Source: an optimization exercise on an open RTL-to-GDS flow (aim: small area). Production flows keep margins and buffers that such runs may drop. At most, simulation tests tie the RTL to the original design; equivalence was not proved. No functional check of the RTL was part of runs 7 and 8. Power is estimated from default activity; no workload was simulated.

File: design/flow/config.mk
export PLATFORM = sky130hd
export DESIGN_NAME = axi_to_apb_bridge
export DESIGN_NICKNAME = axi_to_apb_bridge
export VERILOG_FILES = /design/flow/design.v
export SDC_FILE = /design/flow/constraint.sdc
export NUM_CORES = 4
export LEC_CHECK = 0
export CAP_MARGIN = 20
export CORE_MARGIN = 2
export CORE_UTILIZATION = 65
export SLEW_MARGIN = 20
export SYNTH_HIERARCHICAL = 1
export SYNTH_MINIMUM_KEEP_SIZE = 0
File: design/flow/constraint.sdc
create_clock -name core_clock -period 5.0 [get_ports {clk}]
set_input_delay 1.0000 -clock core_clock [delete_from_list [all_inputs] [get_ports {clk}]]
set_output_delay 1.0000 -clock core_clock [all_outputs]
set_load 0.01 [all_outputs]
File: design/flow/design.v
`timescale 1ns / 1ps
module axi_to_apb_bridge_sel (
    input  logic s0,
    input  logic a,
    input  logic s1,
    input  logic b,
    output logic y
);
    assign y = (s0 & a) | (s1 & b);
endmodule
module axi_to_apb_bridge (
    input  logic        clk,
    input  logic        rst_n,
    input  logic [31:0] awaddr,
    input  logic        awvalid,
    output logic        awready,
    input  logic [31:0] wdata,
    input  logic        wvalid,
    output logic        wready,
    output logic        bvalid,
    input  logic        bready,
    output logic        PSEL,
    output logic        PENABLE,
    output logic        PWRITE,
    output logic [31:0] PADDR,
    output logic [31:0] PWDATA
);
    logic        st1, st0;
    logic [1:0]  cnt;
    logic [31:0] addr;
    logic [31:0] data;
    wire idle   = ~st1 & ~st0;
    wire busy   = st1 | st0;
    wire access = st1 & ~st0;
    wire wdone  = st1 &  st0;
    wire last   = wdone & (cnt == 2'd3);
    wire bhs    = bvalid & bready;
    assign PSEL    = st1;
    assign PWRITE  = st1;
    assign wready  = access;
    assign PENABLE = wdone;
    assign PADDR   = addr;
    assign PWDATA  = data;
    always_ff @(posedge clk or negedge rst_n) begin
        if (!rst_n) begin
            st1     <= 1'b0;
            st0     <= 1'b0;
            awready <= 1'b0;
            bvalid  <= 1'b0;
            cnt     <= 2'd0;
        end else begin
            case ({st1, st0})
                2'b00: if (awvalid && awready) st0 <= 1'b1;
                2'b01: if (wvalid) begin st1 <= 1'b1; st0 <= 1'b0; end
                2'b10: st0 <= 1'b1;
                2'b11: begin st1 <= 1'b0; st0 <= ~last; end
            endcase
            if (bhs)
                awready <= 1'b1;
            else if (idle && awvalid)
                awready <= ~awready;
            if (bhs)
                bvalid <= 1'b0;
            else if (last)
                bvalid <= 1'b1;
            if (bhs)
                cnt <= 2'd0;
            else if (wdone)
                cnt <= cnt + 2'd1;
        end
    end
    logic [29:0] t;     
    logic [29:0] nxt;
    assign nxt = addr[31:2] ^ t;
    assign t[0] = wdone;
    assign t[15:1] = addr[16:2] & t[14:0];
    assign t[16] = t[0] & (&addr[17:2]);
    assign t[29:17] = addr[30:18] & t[28:16];
    logic [31:0] addr_d, data_d;
    logic        load_d, hold_d;
    assign load_d = ~st1;
    assign hold_d = st1;
    genvar i;
    generate
        for (i = 0; i < 32; i++) begin : g_sel
            axi_to_apb_bridge_sel u_addr (
                .s0(idle), .a(awaddr[i]),
                .s1(busy), .b(i < 2 ? addr[i] : nxt[i >= 2 ? i - 2 : 0]),
                .y(addr_d[i]));
            axi_to_apb_bridge_sel u_data (
                .s0(load_d), .a(wdata[i]),
                .s1(hold_d), .b(data[i]),
                .y(data_d[i]));
        end
    endgenerate
    always_ff @(posedge clk) begin
        addr <= addr_d;
        data <= data_d;
    end
endmodule
File: design/flow/flow/run.sh
#!/bin/bash
# Own flow: the standard layout (standard.sh, unchanged synthesis), with
# the port buffers made of the smallest buffer (buf_1) instead of the
# resizer's default choice, and a clock tree of small clock buffers without
# dummy loads. Each tool's output goes to a log in this folder (and ORFS's
# own per-step logs under orfs/logs).
set -euo pipefail
cd "$(dirname "$0")/.."

export BUFFER_PORTS_ARGS="-buffer_cell sky130_fd_sc_hd__buf_1"
export CTS_ARGS="-sink_clustering_enable -repair_clock_nets -dont_use_dummy_load -buf_list {sky130_fd_sc_hd__clkbuf_2} -root_buf sky130_fd_sc_hd__clkbuf_4"

bash standard.sh finish > standard_flow.log 2>&1
File: design/flow/standard.sh
#!/bin/bash
# synth_recipe.tcl (not shown) runs the flow's synth.tcl, then flattens the netlist and writes it again
# the make line also repeats each setting of config.mk as NAME=value (left out here)
make -C /OpenROAD-flow-scripts/flow DESIGN_CONFIG=/design/flow/config.mk WORK_HOME=/design/flow/orfs CLKGATE_MAP_FILE= SYNTH_SCRIPT=/design/flow/synth_recipe.tcl "${@:-finish}"
==> flow_summary.json, run 1 <==
{
  "drt_iter0_drc": 130,
  "clk_pin_slew_ns": 0.11,
  "cp_num_buf_inv": 1,
  "final_cell_count_no_fill": 388,
  "dp_hpwl_um": 4400,
  "p_total_mw": 2.170,
  "synth_largest_area_cell": "dfxtp_1",
  "critPathRequiredTime_ns": 5.27,
  "grt_pass1_wl_um": 9239,
  "r2r_start": "st0",
  "powerDensity_mw_per_mm2": 681.8,
  "via_per_inst": 5.616,
  "syn_inst": 193,
  "cts_made_buffers": 9,
  "fin_skew_ns": 0.02595,
  "fin_setup_tns_ns": 0,
  "dieArea_mm2": 0.004420,
  "syn-num-nets": 291,
  "cts.htree.levels": 3,
  "die_h_um": 66.48,
  "drv_slew": 0,
  "layout_min_cycle_time_ns": 3.906,
  "max_slew_margin": 0.3265,
  "die_w_um": 66.48,
  "max_cap_viol_count": 0,
  "leakage_nw": 1.434,
  "insertedDiodeCount": 0,
  "synth_commonest_cells": "a22o_1, dfxtp_1, ha_1, dfrtp_1, a21oi_1",
  "synth_edf_count": 0,
  "ctsHoldBuffers": 0,
  "dr_total_vias": 2179,
  "period_share": 0.7812,
  "clock_path_buffers": 2,
  "crit_family": "adder cells",
  "worstPathMaxFanout": 6,
  "initial_core_util": 0.6828,
  "fin_nets": 440,
  "ir_drop_mv": 0.4345,
  "antenna_left": 0,
  "synth_ff_type": "dfxtp_1",
  "first_global_vias": 2024,
  "ys_top_cells_by_area": "dfxtp_1, a22o_1, ha_1, dfrtp_1, a21oi_1",
  "avgSynthCellArea_um2": 13.15,
  "worstSkewPairLatency_ns": 0.40,
  "rsz0062_at_grt": "no",
  "seq_area_frac_synth": 0.5641,
  "crit_path_end_kind": "flop",
  "area_delta_synth_final_pct": 25.44,
  "min_path_type": "primary input to asynchronous set/reset pin",
  "cts-root-buf": "clkbuf_4",
  "synthArstFlopShare": 0.08571,
  "clock-sinks": 70,
  "globalRouteOverflowTotal": 0,
  "drive_gt1_frac": 0.03529,
  "netlist_area_mm2": 0.002537,
  "cp_cell_sequence": "nand2_1, inv_1, ha_1, ha_1, ha_1, ha_1, ha_1, ha_1, ha_1, ha_1, ha_1, ha_1, ha_1, ha_1, ha_1, ha_1, ha_1, xor2_1, a22o_1",
  "rows": 22,
  "yosysUniqueCellTypes": 20,
  "cts_setup_buffers": 0,
  "slowest_stage": "dfrtp_1",
  "dr.pass1.iters": 4,
  "drc_errors": 0,
  "setup_violations": 0,
  "cts.repair.resized": 0,
  "hold_slack_ns": 0.4603,
  "cp_common_cell": "ha_1",
  "grtUsageTotal": 0.2809,
  "synth_warnings": 7,
  "status": "finished clean",
  "dp_cells": 379,
  "worst-slew-pin-transition_ns": 1.009,
  "drt_wl_total_um": 5989,
  "r2r-end": "addr[17]",
  "core_area_mm2": 0.003716,
  "cp-start-kind": "flop",
  "critPathKind": "flop to flop",
  "synth_top_area_frac": 0.5049,
  "grt_max_degree": 39,
  "antenna_found_initial": 0,
  "rrSetupSlack_ns": 1.09,
  "cts_tree": "yes",
  "fin_util": 0.8566,
  "port_buffers": 138,
  "cpPeakStageDelay_ns": 0.44,
  "path_depth": 19,
  "finalWeightedCongestion": 0.8346,
  "hold_violations": 0,
  "ys_seq_elements": 70,
  "num_io_pins": 139,
  "worstPathArrival_ns": 4.18,
  "post_drt_wl_per_cell_um": 15.44,
  "max_freq_mhz": 256.0,
  "ff2ff_path_depth": 19
}
==> modules after synthesis, one instance, submodules excluded <==
module	cells inside	times used
axi_to_apb_bridge	129	1
axi_to_apb_bridge_sel	1	64
==> per-stage QoR <==
stage	worst slack, ns	cell area [um2]
6_report	1.094	3183
3_5_place_dp	1.161	3115
5_1_grt	0.9297	3183
4_1_cts	1.089	3183
2_1_floorplan	0.8826	2537
3_3_place_gp	1.267	3115
==> per-layer routing <==
metal	vias up	GRT usage	part of all wire
li1	1053	-	-
met2	113	0.4650	0.48
met5	-	0	0
met3	15	0.06588	0.087
met4	0	0.1505	0.022
met1	998	0.3374	0.41
==> where the power goes <==
part	internal, mW	switching (mW)	leakage (nW)
clock	0.0837	0.163	0.0414
combinational	0.391	0.523	0.781
sequential	0.836	0.174	0.611
total	1.31	0.860	1.43
==> layout by cell type (no fill, tap or decap), types with 2 or more instances in the layout <==
cell type,count
clkbuf_4,9
nand4_1,4
ha_1,29
a22o_1,64
dfxtp_1,64
a21oi_1,5
mux2i_1,2
nand2_1,4
buf_1,138
dfrtp_1,6
xor2_1,2
inv_1,3
==> flip-flops by register name, summed over array words and instances, names as in the netlist <==
register,count
cnt,2
addr,32
st1,1
bvalid,1
data,32
awready,1
st0,1
==> cells by family after synthesis <==
group / after synthesis / synth area share
DFF: 70 / 0.5641
muxes: 2 / 0.007890
AOI/OAI and AO/OA: 72 / 0.2387
xor gates and xnor gates: 3 / 0.01036
buffers and inverters: 4 / 0.007397
adders and majority gates: 29 / 0.1430
and+or+nand+nor: 13 / 0.02860
==> how the worst max path moves through the flow <==
stage,startpoint,slack (ns),to
after detailed placement,st0,1.16,addr[17]
after floorplan,st1,0.88,addr[17]
after CTS,st0,1.09,addr[17]
after global routing,st0,0.93,addr[17]
after global placement,st0,1.27,addr[17]
final,st0,1.09,addr[17]
==> cell type report <==
type,instances,area (um2)
Multi-Input combinational cell,119,1087
Inverter,3,11.26
Sequential cell,70,1431
Clock buffer,9,67.56
Tap cell,48,60.06
Timing Repair Buffer,139,525.5
Fill cell,217,533.0
==> run 2: changes to the inputs <==
--- a/design/flow/flow/run.sh
+++ b/design/flow/flow/run.sh
@@ -10,3 +10,3 @@
 export BUFFER_PORTS_ARGS="-buffer_cell sky130_fd_sc_hd__buf_1"
-export CTS_ARGS="-sink_clustering_enable -repair_clock_nets -dont_use_dummy_load -buf_list {sky130_fd_sc_hd__clkbuf_2} -root_buf sky130_fd_sc_hd__clkbuf_4"
+export CTS_ARGS="-sink_clustering_enable -repair_clock_nets -dont_use_dummy_load -buf_list {sky130_fd_sc_hd__clkbuf_1} -root_buf sky130_fd_sc_hd__clkbuf_4"
 
==> flow_summary.json, run 2 <==
{
  "crit_path_end_kind": "flop",
  "synth_ff_type": "dfxtp_1",
  "globalRouteOverflowTotal": 0,
  "grtUsageTotal": 0.2809,
  "die_h_um": 66.48,
  "ir_drop_mv": 0.4345,
  "syn-num-nets": 291,
  "leakage_nw": 1.434,
  "num_io_pins": 139,
  "cts-root-buf": "clkbuf_4",
  "first_global_vias": 2024,
  "rows": 22,
  "power_switching_share": 0.3963,
  "grt_pass1_wl_um": 9239,
  "cts.htree.levels": 3,
  "seq_area_frac_synth": 0.5641,
  "hold_slack_ns": 0.4603,
  "fin_setup_tns_ns": 0,
  "area_delta_synth_final_pct": 25.44,
  "final_common_cell": "buf_1",
  "yosysUniqueCellTypes": 20,
  "final_cell_mix": "buf_1, a22o_1, dfxtp_1",
  "cp-start-kind": "flop",
  "max_cap_viol_count": 0,
  "period_share": 0.7812,
  "critPathRequiredTime_ns": 5.27,
  "top_regs": "addr (32), data (32), cnt (2)",
  "ctsHoldBuffers": 0,
  "worst-slew-pin-transition_ns": 1.009,
  "initial_core_util": 0.6828,
  "cts_made_buffers": 9,
  "min_path_type": "primary input to asynchronous set/reset pin",
  "synthArstFlopShare": 0.08571,
  "antenna_found_initial": 0,
  "post_drt_wl_per_cell_um": 15.44,
  "finalWeightedCongestion": 0.8346,
  "die_w_um": 66.48,
  "grt_max_degree": 39,
  "dieArea_mm2": 0.004420,
  "hold_violations": 0,
  "max_slew_margin": 0.3265,
  "port_buffers": 138,
  "p_clk_frac": 0.114,
  "setup_violations": 0,
  "r2r_start": "st0",
  "fin_skew_ns": 0.02595,
  "via_per_inst": 5.616,
  "antenna_left": 0,
  "startpoint": "st0",
  "syn_inst": 193,
  "synth_warnings": 7,
  "worstPathArrival_ns": 4.18,
  "synth_commonest_cells": "a22o_1, dfxtp_1, ha_1, dfrtp_1, a21oi_1",
  "drive_gt1_frac": 0.03529,
  "powerDensity_mw_per_mm2": 681.8,
  "p_int_mw": 1.310,
  "p_sw_mw": 0.8600,
  "clock-sinks": 70,
  "critPathKind": "flop to flop",
  "core_area_mm2": 0.003716,
  "rsz0062_at_grt": "no",
  "comb_power_share": 0.421,
  "synth_largest_area_cell": "dfxtp_1",
  "cts.repair.resized": 0,
  "clock_path_buffers": 2,
  "ys_seq_elements": 70,
  "dp_hpwl_um": 4400,
  "cts_setup_buffers": 0,
  "drv_slew": 0,
  "dr_total_vias": 2179,
  "status": "finished clean",
  "synth_top_area_frac": 0.5049,
  "dr.pass1.iters": 4,
  "max_freq_mhz": 256.0,
  "worstSkewPairLatency_ns": 0.40,
  "netlist_area_mm2": 0.002537,
  "ff2ff_path_depth": 19,
  "p_seq_frac": 0.465,
  "worstPathMaxFanout": 6,
  "clk_pin_slew_ns": 0.11,
  "synth_edf_count": 0,
  "fin_nets": 440,
  "drt_wl_total_um": 5989,
  "drt_iter0_drc": 130,
  "layout_min_cycle_time_ns": 3.906,
  "drc_errors": 0,
  "avgSynthCellArea_um2": 13.15,
  "insertedDiodeCount": 0,
  "cts_tree": "yes",
  "ys_top_cells_by_area": "dfxtp_1, a22o_1, ha_1, dfrtp_1, a21oi_1"
}
==> run 2: cell counts in the layout (fill, tap and decap cells not counted) <==
Identical to the previous run, type by type.
==> run 2: modules after synthesis, one instance, submodules excluded <==
module                 area [um2]  times used
axi_to_apb_bridge            1977           1
axi_to_apb_bridge_sel       8.758          64
==> run 2: cell families after synthesis <==
logic type,Yosys count,synth area share
and+or+nand+nor,13,0.02860
AOI/OAI and AO/OA,72,0.2387
xor gates and xnor gates,3,0.01036
muxes,2,0.007890
DFF,70,0.5641
adders and majority gates,29,0.1430
buffers and inverters,4,0.007397
==> run 2: metrics by stage <==
step	utilization	setup WS [ns]	instance area, um2	cells	power (mW)
global placement	0.8384	1.267	3115	379	1.887
detailed placement	0.8384	1.161	3115	379	1.931
global route	0.8566	0.9297	3183	388	2.333
floorplan	-	0.8826	2537	193	1.575
finish	0.8566	1.094	3183	388	2.170
CTS	0.8566	1.089	3183	388	2.180
==> run 2: cell type report <==
type	count	area, um2
Fill cell	217	533.0
Timing Repair Buffer	139	525.5
Inverter	3	11.26
Multi-Input combinational cell	119	1087
Clock buffer	9	67.56
Sequential cell	70	1431
Tap cell	48	60.06
==> run 2: power groups by stage <==
stage	combinational, mW	sequential, mW	clock [mW]
final	0.913	1.01	0.247
after global routing	1.01	1.04	0.276
after CTS	0.922	1.01	0.250
after detailed placement	0.911	1.02	0
after global placement	0.885	1.00	0
after floorplan	0.430	1.15	0
==> run 2: path summary, 6_finish.rpt <==
check / slack, ns / endpoint
setup / recovery: 1.09 / addr[17]
hold / removal: 0.46 / cnt[1]
setup reg to reg: 1.09 / addr[17]
hold reg to reg: 0.47 / data[20]
max in group asynchronous: 4.26 / cnt[0]
min in group core_clock: 0.47 / data[20]
==> run 2: worst max-delay path: stages, from the launching register on <==
cell	delay (ns)
dfrtp_1	0.44
nand2_1	0.16
inv_1	0.12
ha_1	0.22
ha_1	0.18
ha_1	0.18
ha_1	0.18
ha_1	0.18
ha_1	0.17
ha_1	0.18
ha_1	0.19
ha_1	0.19
ha_1	0.19
ha_1	0.19
ha_1	0.18
ha_1	0.17
ha_1	0.18
ha_1	0.19
xor2_1	0.14
a22o_1	0.18
==> run 2: metal layers <==
metal | part of all wire | GRT usage | wire [um] | vias to the layer above
met5 | 0 | 0 | 0 | -
met4 | 0.022 | 0.1505 | 132 | 0
met3 | 0.087 | 0.06588 | 524 | 15
met2 | 0.48 | 0.4650 | 2904 | 113
met1 | 0.41 | 0.3374 | 2427 | 998
li1 | - | - | - | 1053
==> run 3: changes to the inputs <==
--- a/design/flow/flow/run.sh
+++ b/design/flow/flow/run.sh
@@ -10,3 +10,3 @@
 export BUFFER_PORTS_ARGS="-buffer_cell sky130_fd_sc_hd__buf_1"
-export CTS_ARGS="-sink_clustering_enable -repair_clock_nets -dont_use_dummy_load -buf_list {sky130_fd_sc_hd__clkbuf_1} -root_buf sky130_fd_sc_hd__clkbuf_4"
+export CTS_ARGS="-sink_clustering_enable -repair_clock_nets -dont_use_dummy_load -buf_list {sky130_fd_sc_hd__clkbuf_1} -root_buf sky130_fd_sc_hd__clkbuf_4 -tree_buf sky130_fd_sc_hd__clkbuf_1"
 
==> flow_summary.json, run 3 <==
{
  "layout_min_cycle_time_ns": 3.906,
  "ys_seq_elements": 70,
  "synth_edf_count": 0,
  "dieArea_mm2": 0.004420,
  "dp_hpwl_um": 4400,
  "dr.pass1.iters": 4,
  "synth_top_area_frac": 0.5049,
  "worstSkewPairLatency_ns": 0.40,
  "p_int_mw": 1.310,
  "yosysUniqueCellTypes": 20,
  "p_seq_frac": 0.465,
  "final_cell_mix": "buf_1, a22o_1, dfxtp_1",
  "seq_area_frac_synth": 0.5641,
  "num_io_pins": 139,
  "max_cap_viol_count": 0,
  "max_slew_margin": 0.3265,
  "worstPathArrival_ns": 4.18,
  "min_path_type": "primary input to asynchronous set/reset pin",
  "post_drt_wl_per_cell_um": 15.44,
  "period_share": 0.7812,
  "powerDensity_mw_per_mm2": 681.8,
  "clock-sinks": 70,
  "worst-slew-pin-transition_ns": 1.009,
  "cts.repair.resized": 0,
  "cp-start-kind": "flop",
  "antenna_left": 0,
  "cp_cell_sequence": "nand2_1, inv_1, ha_1, ha_1, ha_1, ha_1, ha_1, ha_1, ha_1, ha_1, ha_1, ha_1, ha_1, ha_1, ha_1, ha_1, ha_1, xor2_1, a22o_1",
  "syn-num-nets": 291,
  "via_per_inst": 5.616,
  "rows": 22,
  "first_global_vias": 2024,
  "dr_total_vias": 2179,
  "synth_largest_area_cell": "dfxtp_1",
  "top_regs": "addr (32), data (32), cnt (2)",
  "critPathRequiredTime_ns": 5.27,
  "synth_commonest_cells": "a22o_1, dfxtp_1, ha_1, dfrtp_1, a21oi_1",
  "drv_slew": 0,
  "power_switching_share": 0.3963,
  "ir_drop_mv": 0.4345,
  "port_buffers": 138,
  "fin_skew_ns": 0.02595,
  "grt_max_degree": 39,
  "die_h_um": 66.48,
  "cp_common_cell": "ha_1",
  "leakage_nw": 1.434,
  "setup_violations": 0,
  "cts_tree": "yes",
  "netlist_area_mm2": 0.002537,
  "status": "finished clean",
  "cts.htree.levels": 3,
  "slowest_stage": "dfrtp_1",
  "core_area_mm2": 0.003716,
  "avgSynthCellArea_um2": 13.15,
  "crit_path_end_kind": "flop",
  "drt_wl_total_um": 5989,
  "comb_power_share": 0.421,
  "syn_inst": 193,
  "p_clk_frac": 0.114,
  "p_sw_mw": 0.8600,
  "initial_core_util": 0.6828,
  "drc_errors": 0,
  "final_common_cell": "buf_1",
  "cts_made_buffers": 9,
  "ctsHoldBuffers": 0,
  "drt_iter0_drc": 130,
  "clk_pin_slew_ns": 0.11,
  "fin_setup_tns_ns": 0,
  "synth_warnings": 7,
  "globalRouteOverflowTotal": 0,
  "grt_pass1_wl_um": 9239,
  "ys_top_cells_by_area": "dfxtp_1, a22o_1, ha_1, dfrtp_1, a21oi_1",
  "worstPathMaxFanout": 6,
  "rsz0062_at_grt": "no",
  "rrSetupSlack_ns": 1.09,
  "synth_ff_type": "dfxtp_1",
  "insertedDiodeCount": 0,
  "drive_gt1_frac": 0.03529,
  "fin_nets": 440,
  "multi_input_area_mm2": 0.001087,
  "clock_path_buffers": 2,
  "critPathKind": "flop to flop",
  "area_delta_synth_final_pct": 25.44,
  "max_freq_mhz": 256.0,
  "cpPeakStageDelay_ns": 0.44,
  "synthArstFlopShare": 0.08571,
  "die_w_um": 66.48,
  "finalWeightedCongestion": 0.8346,
  "antenna_found_initial": 0,
  "cts-root-buf": "clkbuf_4",
  "grtUsageTotal": 0.2809,
  "fin_util": 0.8566,
  "crit_family": "adder cells",
  "regArea_mm2": 0.001431,
  "hold_violations": 0,
  "cp_num_buf_inv": 1,
  "fillers": 217,
  "cts_setup_buffers": 0
}
[run 3: cell counts in the layout (fill, tap and decap cells not counted)]
Identical to the previous run, type by type.
[run 3: Yosys stat by module, one instance, submodules excluded]
module	copies in the design	flops+latches	cells	cell area, um2
axi_to_apb_bridge	1	70	129	1977
axi_to_apb_bridge_sel	64	0	1	8.758
[run 3: logic make-up after synthesis]
| group | Yosys count | share of synthesized area |
|---|---|---|
| adder cells (fa/ha/maj) | 29 | 0.1430 |
| XOR/XNOR | 3 | 0.01036 |
| AND/OR/NAND/NOR | 13 | 0.02860 |
| flip-flops | 70 | 0.5641 |
| multiplexers | 2 | 0.007890 |
| AO/OA/AOI/OAI | 72 | 0.2387 |
| buffers and inverters | 4 | 0.007397 |
[run 3: per-stage QoR]
stage | instances | total power, mW | setup WS (ns) | hold WS [ns] | instance area (um2)
2_1_floorplan | 193 | 1.575 | 0.8826 | 0.5110 | 2537
3_3_place_gp | 379 | 1.887 | 1.267 | 0.4503 | 3115
3_5_place_dp | 379 | 1.931 | 1.161 | 0.4517 | 3115
4_1_cts | 388 | 2.180 | 1.089 | 0.4470 | 3183
5_1_grt | 388 | 2.333 | 0.9297 | 0.4529 | 3183
6_report | 388 | 2.170 | 1.094 | 0.4603 | 3183
[run 3: cell type report]
type                       count  share of cell area
tap                           48             0.01887
clock buffer                   9             0.02123
inverter                       3            0.003538
timing repair buffer         139              0.1651
sequential                    70              0.4497
multi-input combinational    119              0.3416
[run 3: metal layers]
metal  track usage  part of all wire
met1        0.3374              0.41
met2        0.4650              0.48
met3       0.06588             0.087
met4        0.1505             0.022
met5             0                 0
[run 3: path summary, 6_finish.rpt]
| check | from | end | depth (start not counted) |
|---|---|---|---|
| worst max-delay path | st0 | addr[17] | 19 |
| worst min-delay path | rst_n | cnt[1] | 1 |
| worst max register to register | st0 | addr[17] | 19 |
| worst min register to register | data[20] | data[20] | 1 |
| max in group asynchronous | rst_n | cnt[0] | 1 |
| min in group core_clock | data[20] | data[20] | 1 |
[run 3: power groups by stage]
| stage | clock network, mW | registers, mW | logic, mW |
|---|---|---|---|
| after floorplan | 0 | 1.15 | 0.430 |
| after global placement | 0 | 1.00 | 0.885 |
| after detailed placement | 0 | 1.02 | 0.911 |
| after CTS | 0.250 | 1.01 | 0.922 |
| after global routing | 0.276 | 1.04 | 1.01 |
| final | 0.247 | 1.01 | 0.913 |
==> run 4: changes to the inputs <==
--- a/design/flow/flow/run.sh
+++ b/design/flow/flow/run.sh
@@ -10,3 +10,3 @@
 export BUFFER_PORTS_ARGS="-buffer_cell sky130_fd_sc_hd__buf_1"
-export CTS_ARGS="-sink_clustering_enable -repair_clock_nets -dont_use_dummy_load -buf_list {sky130_fd_sc_hd__clkbuf_1} -root_buf sky130_fd_sc_hd__clkbuf_4 -tree_buf sky130_fd_sc_hd__clkbuf_1"
+export CTS_ARGS="-sink_clustering_enable -repair_clock_nets -dont_use_dummy_load -buf_list {sky130_fd_sc_hd__clkbuf_2} -root_buf sky130_fd_sc_hd__clkbuf_4 -tree_buf sky130_fd_sc_hd__clkbuf_2"
 
==> flow_summary.json, run 4 <==
{
  "status": "finished clean",
  "die_w_um": 66.48,
  "cts.htree.levels": 3,
  "yosysUniqueCellTypes": 20,
  "max_freq_mhz": 256.0,
  "initial_core_util": 0.6828,
  "fin_nets": 440,
  "insertedDiodeCount": 0,
  "cts.repair.resized": 0,
  "leakage_nw": 1.434,
  "ys_seq_elements": 70,
  "cp-start-kind": "flop",
  "fin_setup_tns_ns": 0,
  "synth_ff_type": "dfxtp_1",
  "dr.pass1.iters": 4,
  "seq_area_frac_synth": 0.5641,
  "ff2ff_path_depth": 19,
  "cpPeakStageDelay_ns": 0.44,
  "netlist_area_mm2": 0.002537,
  "setup_violations": 0,
  "top_regs": "addr (32), data (32), cnt (2)",
  "fin_util": 0.8566,
  "die_h_um": 66.48,
  "dp_hpwl_um": 4400,
  "layout_min_cycle_time_ns": 3.906,
  "ctsHoldBuffers": 0,
  "port_buffers": 138,
  "cts-root-buf": "clkbuf_4",
  "crit_path_end_kind": "flop",
  "ys_top_cells_by_area": "dfxtp_1, a22o_1, ha_1, dfrtp_1, a21oi_1",
  "drt_iter0_drc": 130,
  "grtUsageTotal": 0.2809,
  "grt_max_degree": 39,
  "max_cap_viol_count": 0,
  "rsz0062_at_grt": "no",
  "worst-slew-pin-transition_ns": 1.009,
  "grt_pass1_wl_um": 9239,
  "area_delta_synth_final_pct": 25.44,
  "syn_inst": 193,
  "finalWeightedCongestion": 0.8346,
  "via_per_inst": 5.616,
  "avgSynthCellArea_um2": 13.15,
  "r2r-end": "addr[17]",
  "fin_skew_ns": 0.02595,
  "post_drt_wl_per_cell_um": 15.44,
  "cts_setup_buffers": 0,
  "final_common_cell": "buf_1",
  "clock_path_buffers": 2,
  "worstPathMaxFanout": 6,
  "critPathKind": "flop to flop",
  "num_io_pins": 139,
  "clock-sinks": 70,
  "worstPathArrival_ns": 4.18,
  "first_global_vias": 2024,
  "rows": 22,
  "powerDensity_mw_per_mm2": 681.8,
  "dp_slack_ns": 1.161,
  "synth_largest_area_cell": "dfxtp_1",
  "hold_slack_ns": 0.4603,
  "period_share": 0.7812,
  "antenna_left": 0,
  "final_cell_mix": "buf_1, a22o_1, dfxtp_1",
  "fin_ws_ns": 1.094,
  "syn-num-nets": 291,
  "globalRouteOverflowTotal": 0,
  "max_slew_margin": 0.3265,
  "ir_drop_mv": 0.4345,
  "cp_common_cell": "ha_1",
  "synth_top_area_frac": 0.5049,
  "synth_warnings": 7,
  "dieArea_mm2": 0.004420,
  "hold_violations": 0,
  "cp_cell_sequence": "nand2_1, inv_1, ha_1, ha_1, ha_1, ha_1, ha_1, ha_1, ha_1, ha_1, ha_1, ha_1, ha_1, ha_1, ha_1, ha_1, ha_1, xor2_1, a22o_1",
  "synth_commonest_cells": "a22o_1, dfxtp_1, ha_1, dfrtp_1, a21oi_1",
  "drt_wl_total_um": 5989,
  "place_area_mm2": 0.003115,
  "cts_made_buffers": 9,
  "clk_pin_slew_ns": 0.11,
  "synthArstFlopShare": 0.08571,
  "rrSetupSlack_ns": 1.09,
  "worstSkewPairLatency_ns": 0.40,
  "cts_tree": "yes",
  "antenna_found_initial": 0,
  "synth_edf_count": 0,
  "drive_gt1_frac": 0.03529,
  "drc_errors": 0,
  "final_cell_area_mm2": 0.003183,
  "min_path_type": "primary input to asynchronous set/reset pin",
  "dr_total_vias": 2179,
  "drv_slew": 0,
  "slowest_stage": "dfrtp_1",
  "core_area_mm2": 0.003716,
  "critPathRequiredTime_ns": 5.27,
  "r2r_start": "st0"
}
## run 4: worst max path at each step
stage,to,slack (ns),startpoint,cells after the start
2_1_floorplan,addr[17],0.88,st1,19
3_3_place_gp,addr[17],1.27,st0,19
3_5_place_dp,addr[17],1.16,st0,19
4_1_cts,addr[17],1.09,st0,19
5_1_grt,addr[17],0.93,st0,19
6_report,addr[17],1.09,st0,19
## run 4: area by class of cell
class	instances	area [um2]
flip-flops and latches	70	1431
multi-input cells	119	1087
fillers	217	533.0
repair buffers	139	525.5
clock buffers	9	67.56
well taps	48	60.06
inverters	3	11.26
## run 4: critical path: cells and delay by family (launching register included)
family / cells / cell delay [ns]
adder cells (fa/ha/maj): 15 / 2.77
buffers and inverters: 1 / 0.12
AO/OA/AOI/OAI: 1 / 0.18
flip-flops: 1 / 0.44
AND/OR/NAND/NOR: 1 / 0.16
XOR/XNOR: 1 / 0.14
## run 4: power breakdown
group          internal (mW)  switching [mW]  leakage (nW)  total [mW]
logic                  0.391           0.523         0.781       0.913
clock network         0.0837           0.163        0.0414       0.247
registers              0.836           0.174         0.611        1.01
total                   1.31           0.860          1.43        2.17
## run 4: layer usage
metal  GRT usage  part of all wire
met3     0.06588             0.087
met1      0.3374              0.41
met2      0.4650              0.48
met4      0.1505             0.022
met5           0                 0
## run 4: stage by stage
stage	power [mW]	instances
after global routing	2.333	388
after floorplan	1.575	193
after CTS	2.180	388
after global placement	1.887	379
after detailed placement	1.931	379
final	2.170	388
## run 4: logic make-up after synthesis
family,after synthesis,share of synthesized area
adder cells (fa/ha/maj),29,0.1430
buffers and inverters,4,0.007397
flip-flops,70,0.5641
AND/OR/NAND/NOR,13,0.02860
AO/OA/AOI/OAI,72,0.2387
XOR/XNOR,3,0.01036
multiplexers,2,0.007890
## run 4: modules after synthesis (local to each module, per instance)
module	flip-flops and latches	cells	area, um2	times used
axi_to_apb_bridge	70	129	1977	1
axi_to_apb_bridge_sel	0	1	8.758	64
==> run 5: changes to the inputs <==
--- a/design/flow/flow/run.sh
+++ b/design/flow/flow/run.sh
@@ -10,3 +10,4 @@
 export BUFFER_PORTS_ARGS="-buffer_cell sky130_fd_sc_hd__buf_1"
-export CTS_ARGS="-sink_clustering_enable -repair_clock_nets -dont_use_dummy_load -buf_list {sky130_fd_sc_hd__clkbuf_2} -root_buf sky130_fd_sc_hd__clkbuf_4 -tree_buf sky130_fd_sc_hd__clkbuf_2"
+export RECOVER_POWER=100
+export CTS_ARGS="-sink_clustering_enable -repair_clock_nets -dont_use_dummy_load -buf_list {sky130_fd_sc_hd__clkbuf_4 sky130_fd_sc_hd__clkbuf_8} -root_buf sky130_fd_sc_hd__clkbuf_4 -sink_clustering_size 10"
 
==> flow_summary.json, run 5 <==
{
  "status": "failed layout checks",
  "check.faults": "capacitance limit, slew limit",
  "min_path_type": "primary input to asynchronous set/reset pin",
  "grt_pass1_wl_um": 9239,
  "leakage_nw": 1.432,
  "rows": 22,
  "synth_ff_type": "dfxtp_1",
  "rrSetupSlack_ns": 1.08,
  "cts.htree.levels": 3,
  "rsz0062_at_grt": "no",
  "highest_layer": "met4",
  "final_cell_mix": "buf_1, a22o_1, dfxtp_1",
  "core_area_mm2": 0.003716,
  "ctsHoldBuffers": 0,
  "drt_iter0_drc": 147,
  "synth_commonest_cells": "a22o_1, dfxtp_1, ha_1, dfrtp_1, a21oi_1",
  "cp-start-kind": "flop",
  "grtUsageTotal": 0.2809,
  "ys_seq_elements": 70,
  "antenna_found_initial": 0,
  "post_drt_wl_per_cell_um": 15.50,
  "seq_area_frac_synth": 0.5641,
  "synth_warnings": 7,
  "syn-num-nets": 291,
  "ir_drop_mv": 0.4309,
  "first_global_vias": 2024,
  "period_share": 0.7839,
  "hold_slack_ns": 0.4583,
  "via_per_inst": 5.601,
  "drt-met1-wl_um": 2479,
  "wl_met2_um": 2888,
  "crit_path_end_kind": "flop",
  "yosysUniqueCellTypes": 20,
  "critPathRequiredTime_ns": 5.27,
  "synth_largest_area_cell": "dfxtp_1",
  "cts_setup_buffers": 0,
  "final_common_cell": "buf_1",
  "globalRouteOverflowTotal": 0,
  "worstPathArrival_ns": 4.19,
  "cts.repair.resized": 0,
  "syn_inst": 193,
  "critPathKind": "flop to flop",
  "fin_nets": 440,
  "regArea_mm2": 0.001431,
  "ys_top_cells_by_area": "dfxtp_1, a22o_1, ha_1, dfrtp_1, a21oi_1",
  "synth_edf_count": 0,
  "finalWeightedCongestion": 0.8346,
  "clk_pin_slew_ns": 0.11,
  "worst-slew-pin-transition_ns": 1.764,
  "layout_min_cycle_time_ns": 3.920,
  "antenna_left": 0,
  "clock-sinks": 70,
  "grt_max_degree": 39,
  "multi_input_area_mm2": 0.001087,
  "max_freq_mhz": 255.1,
  "fin_skew_ns": 0.02672,
  "drc_errors": 0,
  "fin_setup_tns_ns": 0,
  "worstSkewPairLatency_ns": 0.40,
  "netlist_area_mm2": 0.002537,
  "clock_path_buffers": 2,
  "max_cap_viol_count": 1,
  "insertedDiodeCount": 0,
  "worstPathMaxFanout": 6,
  "dr.pass1.iters": 4,
  "dieArea_mm2": 0.004420,
  "cts_tree": "yes",
  "dr_total_vias": 2173,
  "p_total_mw": 2.172,
  "synthArstFlopShare": 0.08571,
  "route.met3.wl_um": 508,
  "dp_hpwl_um": 4400,
  "die_w_um": 66.48,
  "initial_core_util": 0.6828,
  "num_io_pins": 139,
  "setup_violations": 0,
  "fillers": 217,
  "max_slew_margin": -0.1759,
  "port_buffers": 138,
  "drt_wl_total_um": 6013,
  "avgSynthCellArea_um2": 13.15,
  "top_regs": "addr (32), data (32), cnt (2)",
  "cts_made_buffers": 9,
  "cts-root-buf": "clkbuf_4",
  "area_delta_synth_final_pct": 25.44,
  "drive_gt1_frac": 0.03235,
  "die_h_um": 66.48,
  "powerDensity_mw_per_mm2": 682.5,
  "drv_slew": 34,
  "synth_top_area_frac": 0.5049,
  "hold_violations": 0
}
==> run 5: cell types whose count changed in the layout (fill, tap and decap cells not counted) <==
cell	delta
or2_2	-1
or2_0	+1
clkbuf_1	+1
o21ai_1	-1
o21ai_0	+1
buf_1	-1
==> run 5: worst paths after layout <==
path                       depth (start not counted)  endpoint     start
min                                                1    cnt[1]     rst_n
max in group asynchronous                          1    cnt[0]     rst_n
max                                               19  addr[17]       st0
max reg2reg                                       19  addr[17]       st0
min reg2reg                                        1  data[20]  data[20]
min in group core_clock                            1  data[20]  data[20]
==> run 5: worst max-delay path: stages, from the launching register on <==
cell	delay [ns]
dfrtp_1	0.45
nand2_1	0.16
inv_1	0.12
ha_1	0.22
ha_1	0.18
ha_1	0.18
ha_1	0.18
ha_1	0.18
ha_1	0.17
ha_1	0.18
ha_1	0.19
ha_1	0.19
ha_1	0.19
ha_1	0.18
ha_1	0.18
ha_1	0.17
ha_1	0.18
ha_1	0.19
xor2_1	0.14
a22o_1	0.18
==> run 5: modules after synthesis, one instance, submodules excluded <==
module	times used	flip-flops and latches	cells inside	area (um2)
axi_to_apb_bridge	1	70	129	1977
axi_to_apb_bridge_sel	64	0	1	8.758
==> run 5: where the power goes <==
| group | switching, mW | internal, mW | total, mW |
|---|---|---|---|
| Combinational | 0.523 | 0.391 | 0.914 |
| Clock | 0.164 | 0.0837 | 0.248 |
| Sequential | 0.175 | 0.836 | 1.01 |
| Total | 0.862 | 1.31 | 2.17 |
==> run 5: metrics by stage <==
step | instances | utilization | area [um2] | setup slack [ns]
after global placement | 379 | 0.8384 | 3115 | 1.267
after detailed placement | 379 | 0.8384 | 3115 | 1.161
after global routing | 388 | 0.8566 | 3183 | 0.8120
final | 388 | 0.8566 | 3183 | 1.080
after CTS | 388 | 0.8566 | 3183 | 1.089
after floorplan | 193 | - | 2537 | 0.8826
==> run 5: final cells by class <==
cell class / count / share of cell area
sequential: 70 / 0.4497
multi-input combinational: 119 / 0.3416
timing repair buffer: 139 / 0.1651
clock buffer: 9 / 0.02123
tap: 48 / 0.01887
inverter: 3 / 0.003538
==> run 5: cell families (layout without fill, tap and decap cells) <==
| kind of cell | Yosys count | count (layout) | synth area share |
|---|---|---|---|
| XOR/XNOR | 3 | 3 | 0.01036 |
| flip-flops | 70 | 70 | 0.5641 |
| adder cells (fa/ha/maj) | 29 | 29 | 0.1430 |
| multiplexers | 2 | 2 | 0.007890 |
| AND/OR/NAND/NOR | 13 | 13 | 0.02860 |
| AO/OA/AOI/OAI | 72 | 72 | 0.2387 |
| buffers and inverters | 4 | 151 | 0.007397 |
==> run 5: layer usage <==
layer,vias to the layer above,global-route usage
li1,1052,-
met1,1002,0.3374
met2,103,0.4650
met3,16,0.06588
met4,0,0.1505
met5,-,0
==> run 6: changes to the inputs <==
--- a/design/flow/flow/run.sh
+++ b/design/flow/flow/run.sh
@@ -10,3 +10,2 @@
 export BUFFER_PORTS_ARGS="-buffer_cell sky130_fd_sc_hd__buf_1"
-export RECOVER_POWER=100
 export CTS_ARGS="-sink_clustering_enable -repair_clock_nets -dont_use_dummy_load -buf_list {sky130_fd_sc_hd__clkbuf_4 sky130_fd_sc_hd__clkbuf_8} -root_buf sky130_fd_sc_hd__clkbuf_4 -sink_clustering_size 10"
==> flow_summary.json, run 6 <==
{
  "first_global_vias": 2024,
  "max_freq_mhz": 256.0,
  "port_buffers": 138,
  "num_io_pins": 139,
  "clk_pin_slew_ns": 0.11,
  "cp_num_buf_inv": 1,
  "synth_largest_area_cell": "dfxtp_1",
  "core_area_mm2": 0.003716,
  "grtUsageTotal": 0.2809,
  "cp_cell_sequence": "nand2_1, inv_1, ha_1, ha_1, ha_1, ha_1, ha_1, ha_1, ha_1, ha_1, ha_1, ha_1, ha_1, ha_1, ha_1, ha_1, ha_1, xor2_1, a22o_1",
  "avgSynthCellArea_um2": 13.15,
  "max_cap_viol_count": 0,
  "area_delta_synth_final_pct": 25.44,
  "synth_edf_count": 0,
  "setup_violations": 0,
  "slowest_stage": "dfrtp_1",
  "cp-start-kind": "flop",
  "ctsHoldBuffers": 0,
  "post_drt_wl_per_cell_um": 15.44,
  "critical_path.endpoint": "addr[17]",
  "startpoint": "st0",
  "final_cell_area_mm2": 0.003183,
  "synth_ff_type": "dfxtp_1",
  "grt_use_met3": 0.06588,
  "grtUsageMet1": 0.3374,
  "rows": 22,
  "max_slew_margin": 0.3265,
  "final_cell_mix": "buf_1, a22o_1, dfxtp_1",
  "dr_total_vias": 2179,
  "regArea_mm2": 0.001431,
  "worstPathArrival_ns": 4.18,
  "synthArstFlopShare": 0.08571,
  "cpPeakStageDelay_ns": 0.44,
  "clock_path_buffers": 2,
  "final_common_cell": "buf_1",
  "status": "finished clean",
  "antenna_left": 0,
  "place_area_mm2": 0.003115,
  "critPathRequiredTime_ns": 5.27,
  "fin_nets": 440,
  "fin_util": 0.8566,
  "ir_drop_mv": 0.4345,
  "fin_setup_tns_ns": 0,
  "drt_wl_total_um": 5989,
  "cts_setup_buffers": 0,
  "clock-sinks": 70,
  "min_path_type": "primary input to asynchronous set/reset pin",
  "die_h_um": 66.48,
  "layout_min_cycle_time_ns": 3.906,
  "dp_hpwl_um": 4400,
  "synth_warnings": 7,
  "cp_common_cell": "ha_1",
  "die_w_um": 66.48,
  "drive_gt1_frac": 0.03529,
  "grt_max_degree": 39,
  "fin_skew_ns": 0.02595,
  "finalWeightedCongestion": 0.8346,
  "globalRouteOverflowTotal": 0,
  "seq_area_frac_synth": 0.5641,
  "r2r_start": "st0",
  "synth_top_area_frac": 0.5049,
  "drv_slew": 0,
  "r2r-end": "addr[17]",
  "antenna_found_initial": 0,
  "initial_core_util": 0.6828,
  "via_per_inst": 5.616,
  "top_regs": "addr (32), data (32), cnt (2)",
  "cts_tree": "yes",
  "ys_top_cells_by_area": "dfxtp_1, a22o_1, ha_1, dfrtp_1, a21oi_1",
  "critPathKind": "flop to flop",
  "path_depth": 19,
  "rrSetupSlack_ns": 1.09,
  "drt_iter0_drc": 130,
  "rsz0062_at_grt": "no",
  "multi_input_area_mm2": 0.001087,
  "cts.repair.resized": 0,
  "grt_pass1_wl_um": 9239,
  "insertedDiodeCount": 0,
  "worst-slew-pin-transition_ns": 1.009,
  "syn-num-nets": 291,
  "dr.pass1.iters": 4,
  "crit_path_end_kind": "flop",
  "cts.htree.levels": 3,
  "period_share": 0.7812,
  "worstPathMaxFanout": 6,
  "dp_cells": 379,
  "fillers": 217,
  "netlist_area_mm2": 0.002537,
  "cts_made_buffers": 9,
  "top_usage_layer": "met2",
  "synth_commonest_cells": "a22o_1, dfxtp_1, ha_1, dfrtp_1, a21oi_1",
  "dieArea_mm2": 0.004420,
  "ys_seq_elements": 70,
  "hold_violations": 0,
  "leakage_nw": 1.434,
  "drc_errors": 0,
  "crit_family": "adder cells",
  "p_total_mw": 2.170,
  "final_cell_count_no_fill": 388,
  "powerDensity_mw_per_mm2": 681.8,
  "yosysUniqueCellTypes": 20,
  "cts-root-buf": "clkbuf_4",
  "ff2ff_path_depth": 19,
  "met2_usage": 0.4650,
  "worstSkewPairLatency_ns": 0.40,
  "syn_inst": 193
}
==> run 6: area by class of cell <==
class | instances | share of cell area
clock buffer | 9 | 0.02123
inverter | 3 | 0.003538
multi-input combinational | 119 | 0.3416
sequential | 70 | 0.4497
tap | 48 | 0.01887
timing repair buffer | 139 | 0.1651
==> run 6: cells by family after synthesis <==
family / after synthesis / synth area share
AO/OA/AOI/OAI: 72 / 0.2387
flip-flops: 70 / 0.5641
adder cells (fa/ha/maj): 29 / 0.1430
AND/OR/NAND/NOR: 13 / 0.02860
buffers and inverters: 4 / 0.007397
XOR/XNOR: 3 / 0.01036
multiplexers: 2 / 0.007890
==> run 6: stage by stage <==
step,hold slack [ns],setup slack [ns]
2_1_floorplan,0.5110,0.8826
3_3_place_gp,0.4503,1.267
3_5_place_dp,0.4517,1.161
4_1_cts,0.4470,1.089
5_1_grt,0.4529,0.9297
6_report,0.4603,1.094
==> run 6: worst min-delay path by stage <==
stage / startpoint / end / slack (ns) / cells past startpoint
6_report: rst_n / cnt[1] / 0.46 / 1
5_1_grt: rst_n / cnt[1] / 0.45 / 1
4_1_cts: rst_n / cnt[1] / 0.45 / 1
3_5_place_dp: data[18] / data[18] / 0.45 / 1
3_3_place_gp: data[7] / data[7] / 0.45 / 1
2_1_floorplan: addr[0] / addr[0] / 0.51 / 1
==> run 6: modules after synthesis, one instance, submodules excluded <==
module | times used | cells inside | flops+latches
axi_to_apb_bridge | 1 | 129 | 70
axi_to_apb_bridge_sel | 64 | 1 | 0
==> run 6: power breakdown <==
| part | switching [mW] | leakage [nW] | internal, mW | total [mW] |
|---|---|---|---|---|
| clock network | 0.163 | 0.0414 | 0.0837 | 0.247 |
| logic | 0.523 | 0.781 | 0.391 | 0.913 |
| registers | 0.174 | 0.611 | 0.836 | 1.01 |
| total | 0.860 | 1.43 | 1.31 | 2.17 |
==> run 6: per-layer routing <==
metal	wire length (um)	up-vias
met5	0	-
met4	132	0
met3	524	15
met2	2904	113
met1	2427	998
li1	-	1053
==> run 7: changes to the inputs <==
--- a/design/flow/design.v
+++ b/design/flow/design.v
@@ -10,35 +10,31 @@
 endmodule
-module axi_to_apb_bridge (
-    input  logic        clk,
-    input  logic        rst_n,
-    input  logic [31:0] awaddr,
-    input  logic        awvalid,
-    output logic        awready,
-    input  logic [31:0] wdata,
-    input  logic        wvalid,
-    output logic        wready,
-    output logic        bvalid,
-    input  logic        bready,
-    output logic        PSEL,
-    output logic        PENABLE,
-    output logic        PWRITE,
-    output logic [31:0] PADDR,
-    output logic [31:0] PWDATA
+module axi_to_apb_bridge_skip (
+    input  logic        c,
+    input  logic [10:0] a,
+    output logic        y
 );
-    logic        st1, st0;
-    logic [1:0]  cnt;
-    logic [31:0] addr;
-    logic [31:0] data;
-    wire idle   = ~st1 & ~st0;
-    wire busy   = st1 | st0;
-    wire access = st1 & ~st0;
-    wire wdone  = st1 &  st0;
-    wire last   = wdone & (cnt == 2'd3);
-    wire bhs    = bvalid & bready;
-    assign PSEL    = st1;
-    assign PWRITE  = st1;
-    assign wready  = access;
-    assign PENABLE = wdone;
-    assign PADDR   = addr;
-    assign PWDATA  = data;
+    assign y = c & (&a);
+endmodule
+module axi_to_apb_bridge_ctl (
+    input  logic clk,
+    input  logic rst_n,
+    input  logic awvalid,
+    input  logic wvalid,
+    input  logic bready,
+    output logic awready,
+    output logic bvalid,
+    output logic st1,
+    output logic wready,
+    output logic wdone,
+    output logic idle,
+    output logic busy
+);
+    logic       st0;
+    logic [1:0] cnt;
+    assign idle   = ~st1 & ~st0;
+    assign busy   = st1 | st0;
+    assign wready = st1 & ~st0;
+    assign wdone  = st1 &  st0;
+    wire   last   = wdone & (cnt == 2'd3);
+    wire   bhs    = bvalid & bready;
     always_ff @(posedge clk or negedge rst_n) begin
@@ -71,2 +67,34 @@
     end
+endmodule
+module axi_to_apb_bridge (
+    input  logic        clk,
+    input  logic        rst_n,
+    input  logic [31:0] awaddr,
+    input  logic        awvalid,
+    output logic        awready,
+    input  logic [31:0] wdata,
+    input  logic        wvalid,
+    output logic        wready,
+    output logic        bvalid,
+    input  logic        bready,
+    output logic        PSEL,
+    output logic        PENABLE,
+    output logic        PWRITE,
+    output logic [31:0] PADDR,
+    output logic [31:0] PWDATA
+);
+    logic        st1, wdone, idle, busy;
+    logic [31:0] addr;
+    logic [31:0] data;
+    logic        load_d;
+    axi_to_apb_bridge_ctl u_ctl (
+        .clk(clk), .rst_n(rst_n),
+        .awvalid(awvalid), .wvalid(wvalid), .bready(bready),
+        .awready(awready), .bvalid(bvalid),
+        .st1(st1), .wready(wready), .wdone(wdone), .idle(idle), .busy(busy));
+    assign PSEL    = st1;
+    assign PWRITE  = st1;
+    assign PENABLE = wdone;
+    assign PADDR   = addr;
+    assign PWDATA  = data;
     logic [29:0] t;     
@@ -75,7 +103,7 @@
     assign t[0] = wdone;
-    assign t[15:1] = addr[16:2] & t[14:0];
-    assign t[16] = t[0] & (&addr[17:2]);
-    assign t[29:17] = addr[30:18] & t[28:16];
+    assign t[18:1] = addr[19:2] & t[17:0];
+    axi_to_apb_bridge_skip u_skip (.c(t[8]), .a(addr[20:10]), .y(t[19]));
+    assign t[29:20] = addr[30:21] & t[28:19];
     logic [31:0] addr_d, data_d;
-    logic        load_d, hold_d;
+    logic        hold_d;
     assign load_d = ~st1;
==> flow_summary.json, run 7 <==
{
  "status": "finished clean",
  "max_cap_viol_count": 0,
  "cp-start-kind": "flop",
  "drt_wl_total_um": 5982,
  "drc_errors": 0,
  "initial_core_util": 0.6922,
  "multi_input_area_mm2": 0.001122,
  "syn_inst": 194,
  "via_per_inst": 5.713,
  "critPathRequiredTime_ns": 5.28,
  "layout_min_cycle_time_ns": 4.658,
  "syn-num-nets": 292,
  "dr_total_vias": 2211,
  "drt_iter0_drc": 101,
  "critPathKind": "flop to flop",
  "cp_cell_sequence": "and2_2, ha_1, ha_1, ha_1, ha_1, ha_1, ha_1, ha_1, ha_1, nand4_1, nor3_2, ha_1, ha_1, ha_1, ha_1, ha_1, ha_1, ha_1, ha_1, ha_1, ha_1, xor2_1, a22o_1",
  "fin_skew_ns": 0.02189,
  "cts_tree": "yes",
  "p_seq_frac": 0.465,
  "synth_top_family_by_area": "compound AO/OA/AOI/OAI gates",
  "grtUsageTotal": 0.2693,
  "grt_pass1_wl_um": 8976,
  "final_cell_count_no_fill": 387,
  "regArea_mm2": 0.001431,
  "comb_power_share": 0.421,
  "period_share": 0.9317,
  "synth_ff_type": "dfxtp_1",
  "worstPathArrival_ns": 4.94,
  "fin_nets": 439,
  "cts.repair.resized": 0,
  "cpPeakStageDelay_ns": 0.50,
  "worstPathMaxFanout": 11,
  "yosysUniqueCellTypes": 25,
  "powerDensity_mw_per_mm2": 677.4,
  "worstSkewPairLatency_ns": 0.40,
  "fin_setup_tns_ns": 0,
  "globalRouteOverflowTotal": 0,
  "rsz0062_at_grt": "no",
  "crit_path_end_kind": "flop",
  "p_clk_frac": 0.114,
  "ir_drop_mv": 0.4985,
  "cts-root-buf": "clkbuf_4",
  "min_path_type": "primary input to asynchronous set/reset pin",
  "clock-sinks": 70,
  "avgSynthCellArea_um2": 13.36,
  "dr.pass1.iters": 4,
  "synth_commonest_cells": "a22o_1, dfxtp_1, ha_1, dfrtp_1",
  "synth_largest_area_cell": "dfxtp_1",
  "first_global_vias": 2002,
  "synth_warnings": 8,
  "area_delta_synth_final_pct": 24.05,
  "dieArea_mm2": 0.004508,
  "cts_made_buffers": 9,
  "rows": 22,
  "ys_top_cells_by_area": "dfxtp_1, a22o_1, ha_1, dfrtp_1, buf_6",
  "ys_seq_elements": 70,
  "antenna_left": 0,
  "die_h_um": 67.14,
  "dp_cells": 378,
  "seq_area_frac_synth": 0.5524,
  "p_sw_mw": 0.8566,
  "synth_compound_area_frac": 0.2356,
  "drive_gt1_frac": 0.05015,
  "cts.htree.levels": 3,
  "num_io_pins": 139,
  "power_switching_share": 0.3934,
  "muxShareOfSynthArea": 0.007726,
  "worst-slew-pin-transition_ns": 1.004,
  "fillers": 227,
  "top_regs": "addr (32), data (32), u_ctl.cnt (2)",
  "yosys.area_share.xor_xnor": 0.006760,
  "clock_path_buffers": 2,
  "insertedDiodeCount": 0,
  "max_freq_mhz": 214.7,
  "drv_slew": 0,
  "synth_fa_ha_area_frac": 0.1400,
  "cp_common_cell": "ha_1",
  "max_slew_margin": 0.3298,
  "slowest_stage": "dfrtp_1",
  "core_area_mm2": 0.003744,
  "cts_setup_buffers": 0,
  "setup_violations": 0,
  "final_cell_mix": "buf_1, a22o_1, dfxtp_1",
  "leakage_nw": 1.438,
  "final_common_cell": "buf_1",
  "place_area_mm2": 0.003147,
  "finalWeightedCongestion": 0.8858,
  "die_w_um": 67.14,
  "synth_edf_count": 0,
  "port_buffers": 138,
  "yosys.area_share.simple": 0.04297,
  "synthArstFlopShare": 0.08571,
  "synth_top_area_frac": 0.4944,
  "ctsHoldBuffers": 0,
  "post_drt_wl_per_cell_um": 15.46,
  "hold_violations": 0,
  "clk_pin_slew_ns": 0.10,
  "grt_max_degree": 46,
  "netlist_area_mm2": 0.002591,
  "antenna_found_initial": 0,
  "p_int_mw": 1.321,
  "dp_hpwl_um": 4407,
  "final_cell_area_mm2": 0.003214
}
[run 7: routing by layer]
| layer | global-route usage | vias to the layer above | wire length (um) |
|---|---|---|---|
| met3 | 0.07833 | 14 | 498 |
| li1 | - | 1059 | - |
| met2 | 0.4505 | 111 | 2853 |
| met4 | 0.1276 | 0 | 146 |
| met5 | 0 | - | 0 |
| met1 | 0.3185 | 1027 | 2483 |
[run 7: logic make-up (layout without fill, tap and decap cells)]
logic type,after synthesis,after routing
AO/OA/AOI/OAI,71,71
XOR/XNOR,2,2
adder cells (fa/ha/maj),29,29
buffers and inverters,5,150
flip-flops,70,70
multiplexers,2,2
AND/OR/NAND/NOR,15,15
[run 7: critical path, delay by kind of cell (launching register included)]
kind | cells | cell delay (ns)
fa+ha+maj | 18 | 3.30
flops | 1 | 0.50
simple gates | 3 | 0.44
compound gates | 1 | 0.18
xor+xnor | 1 | 0.16
[run 7: area by class of cell]
class	instances	area share
well taps	48	0.01868
flip-flops and latches	70	0.4453
inverters	2	0.002336
clock buffers	9	0.02102
multi-input cells	119	0.3492
repair buffers	139	0.1635
[run 7: path summary, 6_finish.rpt]
check                      cells past startpoint  slack (ns)            to       from
max                                           23        0.34      addr[31]  u_ctl.st0
min                                            1        0.48     u_ctl.st1      rst_n
max reg2reg                                   23        0.34      addr[31]  u_ctl.st0
min reg2reg                                    1        0.48      data[23]   data[23]
max in group asynchronous                      1        4.26  u_ctl.cnt[0]      rst_n
min in group core_clock                        1        0.48      data[23]   data[23]
[run 7: power by group through the flow]
stage / registers [mW] / logic, mW / clock network [mW]
floorplan: 1.14 / 0.465 / 0
global placement: 1.01 / 0.891 / 0
detailed placement: 1.02 / 0.921 / 0
CTS: 1.01 / 0.927 / 0.254
global route: 1.04 / 1.02 / 0.277
finish: 1.01 / 0.917 / 0.247
[run 7: through the flow]
step,power [mW],hold WS [ns],setup slack [ns],utilization
final,2.177,0.4753,0.3416,0.8586
after global routing,2.334,0.4732,0.1137,0.8586
after CTS,2.189,0.4746,0.3092,0.8586
after detailed placement,1.940,0.4508,0.3230,0.8406
after global placement,1.900,0.4504,0.5387,0.8406
after floorplan,1.601,0.5110,0.1538,-
[run 7: Yosys stat by module, one instance, submodules excluded]
module	flip-flops and latches	times used
axi_to_apb_bridge	64	1
axi_to_apb_bridge_skip	0	1
axi_to_apb_bridge_ctl	6	1
axi_to_apb_bridge_sel	0	64
==> run 8: changes to the inputs <==
==> design/flow/design.v (replaced) <==
`timescale 1ns / 1ps
module axi_to_apb_bridge (
    input  logic        clk,
    input  logic        rst_n,
    input  logic [31:0] awaddr,
    input  logic        awvalid,
    output logic        awready,
    input  logic [31:0] wdata,
    input  logic        wvalid,
    output logic        wready,
    output logic        bvalid,
    input  logic        bready,
    output logic        PSEL,
    output logic        PENABLE,
    output logic        PWRITE,
    output logic [31:0] PADDR,
    output logic [31:0] PWDATA
);
    typedef enum logic [2:0] {IDLE, SETUP, ACCESS, WAIT_DONE} state_t;
    state_t state;
    logic [31:0] addr_reg;
    int burst_cnt;
    localparam int burst_len = 4;
    always_ff @(posedge clk or negedge rst_n) begin
        if (!rst_n) begin
            state     <= IDLE;
            awready   <= 0;
            wready    <= 0;
            bvalid    <= 0;
            PSEL      <= 0;
            PENABLE   <= 0;
            PWRITE    <= 0;
            PADDR     <= 0;
            PWDATA    <= 0;
            addr_reg  <= 0;
            burst_cnt <= 0;
        end else begin
            case (state)
                IDLE: begin
                    if (awvalid) begin
                        awready <= 1;
                    end
                    if (awvalid && awready) begin
                        addr_reg  <= awaddr;
                        burst_cnt <= 0;
                        awready   <= 0;
                        state     <= SETUP;
                    end
                end
                SETUP: begin
                    if (wvalid) begin
                        wready  <= 1;
                        PADDR   <= addr_reg;
                        PWDATA  <= wdata;
                        PWRITE  <= 1;
                        PSEL    <= 1;
                        state   <= ACCESS;
                    end
                end
                ACCESS: begin
                    wready  <= 0;
                    PENABLE <= 1;
                    state   <= WAIT_DONE;
                end
                WAIT_DONE: begin
                    PENABLE <= 0;
                    PSEL    <= 0;
                    PWRITE  <= 0;
                    burst_cnt <= burst_cnt + 1;
                    addr_reg  <= addr_reg + 4;
                    if (burst_cnt == burst_len - 1) begin
                        bvalid <= 1;
                        state  <= IDLE;
                    end else begin
                        state <= SETUP;
                    end
                end
            endcase
            if (bvalid && bready) begin
                bvalid <= 0;
                awready <= 1;
                burst_cnt  <= 0;
            end
        end
    end
endmodule
==> design/flow/run.sh (new file) <==
#!/bin/bash
# synth_recipe.tcl (not shown) runs the flow's synth.tcl, then flattens the netlist and writes it again
# the make line also repeats each setting of config.mk as NAME=value (left out here)
make -C /OpenROAD-flow-scripts/flow DESIGN_CONFIG=/design/flow/config.mk WORK_HOME=/design/flow/orfs CLKGATE_MAP_FILE= SYNTH_SCRIPT=/design/flow/synth_recipe.tcl finish
--- a/design/flow/config.mk
+++ b/design/flow/config.mk
@@ -9,5 +9,3 @@
 export CORE_MARGIN = 2
-export CORE_UTILIZATION = 65
+export CORE_UTILIZATION = 40
 export SLEW_MARGIN = 20
-export SYNTH_HIERARCHICAL = 1
-export SYNTH_MINIMUM_KEEP_SIZE = 0
removed: design/flow/flow/run.sh
removed: design/flow/standard.sh
==> flow_summary.json, run 8 <==
{
  "fin_ws_ns": 2.062,
  "met2_usage": 0.3140,
  "critPathKind": "primary input to flop",
  "avgSynthCellArea_um2": 10.47,
  "clock_path_buffers": 2,
  "drt_iter0_drc": 435,
  "die_w_um": 132.7,
  "drt_wl_total_um": 17070,
  "grt_max_degree": 109,
  "max_freq_mhz": 340.4,
  "area_delta_synth_final_pct": 31.72,
  "dr_total_vias": 5508,
  "dp_hpwl_um": 11790,
  "seq_area_frac_synth": 0.5098,
  "syn-num-nets": 708,
  "crit_path_end_kind": "flop",
  "ff2ff_path_depth": 6,
  "ys_seq_elements": 135,
  "status": "finished clean",
  "initial_core_util": 0.4039,
  "hold_path_depth": 2,
  "cts_made_buffers": 17,
  "worstPathArrival_ns": 3.25,
  "synthArstFlopShare": 1.000,
  "hold_violations": 0,
  "setup_violations": 0,
  "globalRouteOverflowTotal": 0,
  "min_path_type": "flop to flop",
  "cts-root-buf": "clkbuf_16",
  "yosysMostFrequentCell": "dfrtp_1",
  "period_share": 0.5876,
  "post_drt_wl_per_cell_um": 17.28,
  "synth_ff_type": "dfrtp_1",
  "max_cap_viol_count": 0,
  "r2r_start": "state[0]",
  "synth_top_area_frac": 0.5098,
  "top_usage_layer": "met2",
  "cts_tree": "yes",
  "cts.htree.levels": 4,
  "synth_commonest_cells": "dfrtp_1, mux2_2, nand2_1, o21ai_1, nor2_1",
  "grt_use_met3": 0.04981,
  "ys_top_cells_by_area": "dfrtp_1, mux2_2, nand2_1, o21ai_1, nand4_1",
  "holdPathEnd": "PADDR[6]",
  "grtUsageTotal": 0.2013,
  "fin_skew_ns": 0.009355,
  "cp_cell_sequence": "clkdlybuf4s50_1, a21boi_2, nor2_2, buf_4, nand2_1, o22a_1, and3_1",
  "worstSkewPairLatency_ns": 0.42,
  "worst-slew-pin-transition_ns": 0.9542,
  "cts.repair.resized": 0,
  "critPathRequiredTime_ns": 5.31,
  "die_h_um": 132.7,
  "final_cell_area_mm2": 0.008728,
  "synth_edf_count": 0,
  "fin_nets": 830,
  "dp_slack_ns": 1.617,
  "cp-start-kind": "primary input",
  "fillers": 1461,
  "clock-sinks": 135,
  "rrSetupSlack_ns": 2.21,
  "ir_drop_mv": 0.4500,
  "drv_slew": 0,
  "fin_setup_tns_ns": 0,
  "final_common_cell": "clkdlybuf4s50_1",
  "antenna_found_initial": 0,
  "antenna_left": 0,
  "drive_gt1_frac": 0.1536,
  "fin_util": 0.5320,
  "place_area_mm2": 0.008147,
  "cts_setup_buffers": 0,
  "layout_min_cycle_time_ns": 2.938,
  "slowest_stage": "nand2_1",
  "syn_inst": 633,
  "grt_pass1_wl_um": 28410,
  "max_slew_margin": 0.3596,
  "r2r-end": "burst_cnt[26]",
  "ctsHoldBuffers": 0,
  "final_cell_mix": "clkdlybuf4s50_1, dfrtp_1, mux2_2",
  "port_buffers": 138,
  "cpPeakStageDelay_ns": 0.59,
  "rsz0062_at_grt": "no",
  "hp-start": "PADDR[6]",
  "insertedDiodeCount": 0,
  "rows": 47,
  "startpoint": "awvalid",
  "grtUsageMet1": 0.2760,
  "clk_pin_slew_ns": 0.06,
  "drc_errors": 0,
  "dieArea_mm2": 0.01761,
  "netlist_area_mm2": 0.006626,
  "leakage_nw": 3.554,
  "first_global_vias": 5420,
  "powerDensity_mw_per_mm2": 637.0,
  "num_io_pins": 139,
  "core_area_mm2": 0.01641,
  "yosysUniqueCellTypes": 59,
  "synth_warnings": 1,
  "via_per_inst": 5.575,
  "finalWeightedCongestion": 0.8853,
  "dr.pass1.iters": 5,
  "worstPathMaxFanout": 42,
  "synth_largest_area_cell": "dfrtp_1"
}
-- run 8: cell count changes after synthesis, sizes merged, moves of 26 or more --
| cell | change |
|---|---|
| mux2 | +63 |
| dfrtp | +129 |
| a21oi | +26 |
| dfxtp | -64 |
| nand3 | +28 |
| nand2 | +50 |
| a22o | -63 |
| o21ai | +49 |
| nor2 | +35 |
-- run 8: how the worst max path moves through the flow --
stage | end | slack [ns] | depth (start not counted)
2_1_floorplan | PADDR[0] | 2.80 | 4
3_3_place_gp | addr_reg[26] | 1.68 | 7
3_5_place_dp | addr_reg[26] | 1.62 | 7
4_1_cts | addr_reg[26] | 2.07 | 7
5_1_grt | addr_reg[21] | 1.83 | 7
6_report | addr_reg[26] | 2.06 | 7
-- run 8: report_power, final --
| group | switching, mW | internal (mW) |
|---|---|---|
| Clock | 0.473 | 0.742 |
| Sequential | 0.387 | 1.54 |
| Combinational | 1.20 | 1.22 |
| Total | 2.06 | 3.50 |
-- run 8: cell type report --
class / count / area, um2 / area share
clock buffer: 19 / 442.9 / 0.05075
clock inverter: 13 / 131.4 / 0.01505
inverter: 11 / 41.29 / 0.004731
multi-input combinational: 448 / 3044 / 0.3488
sequential: 135 / 3378 / 0.3870
tap: 220 / 275.3 / 0.03154
timing repair buffer: 142 / 1415 / 0.1621
-- run 8: critical path: cells and delay by family --
kind,cells,cell delay [ns]
AOI/OAI and AO/OA,2,0.50
buffers and inverters,2,0.88
and+or+nand+nor,3,0.86
-- run 8: metrics by stage --
stage | hold WS, ns | instances | total power, mW
after global routing | 0.5215 | 988 | 5.940
after detailed placement | 0.4837 | 956 | 4.379
final | 0.4931 | 988 | 5.560
after CTS | 0.4967 | 988 | 5.611
after global placement | 0.4853 | 956 | 4.290
after floorplan | 0.4417 | 633 | 3.355
-- run 8: routing by layer --
metal	routed length, um	up-vias
met5	0	-
met4	287	0
met3	777	25
met2	8182	149
met1	7823	2712
li1	-	2622
-- run 8: cell families (layout without fill, tap and decap cells) --
group	Yosys count	after routing	synth area share
and+or+nand+nor	211	211	0.1703
DFF	135	135	0.5098
xor gates and xnor gates	2	2	0.002644
buffers and inverters	50	185	0.03229
AOI/OAI and AO/OA	158	158	0.1545
muxes	71	71	0.1191
adders and majority gates	6	6	0.01133

## port drivers added, routing unchanged
The flow's constraints put no driver on any port. The routed layouts listed below were extracted and timed again, unchanged, in two steps.
Step 1, drivers: a clkbuf_16 drives clk and a buf_2 each remaining input, both assumed.
Step 2 also shifts input and output timing later by t, the mid clock arrival at the registers, as if the neighbouring blocks saw the same clock.
a / b / c = no drivers / after step 1 / after step 2; a / b = the first two.
run | t (ns) | setup slack, ns | worst setup path after step 2
run 1 | 0.411 | 1.094 / 1.094 / 1.094 | register to register
run 2 | 0.411 | 1.094 / 1.094 / 1.094 | register to register
run 3 | 0.411 | 1.094 / 1.094 / 1.094 | register to register
run 4 | 0.411 | 1.094 / 1.094 / 1.094 | register to register
run 5 | 0.412 | 1.080 / 1.080 / 1.080 | register to register
run 6 | 0.411 | 1.094 / 1.094 / 1.094 | register to register
run 7 | 0.402 | 0.342 / 0.342 / 0.342 | register to register
run 8 | 0.457 | 2.062 / 2.079 / 1.623 | input to register
The setup slack of run 8, which loses most, moves by +0.017 ns with the drivers and by -0.439 ns with both steps.
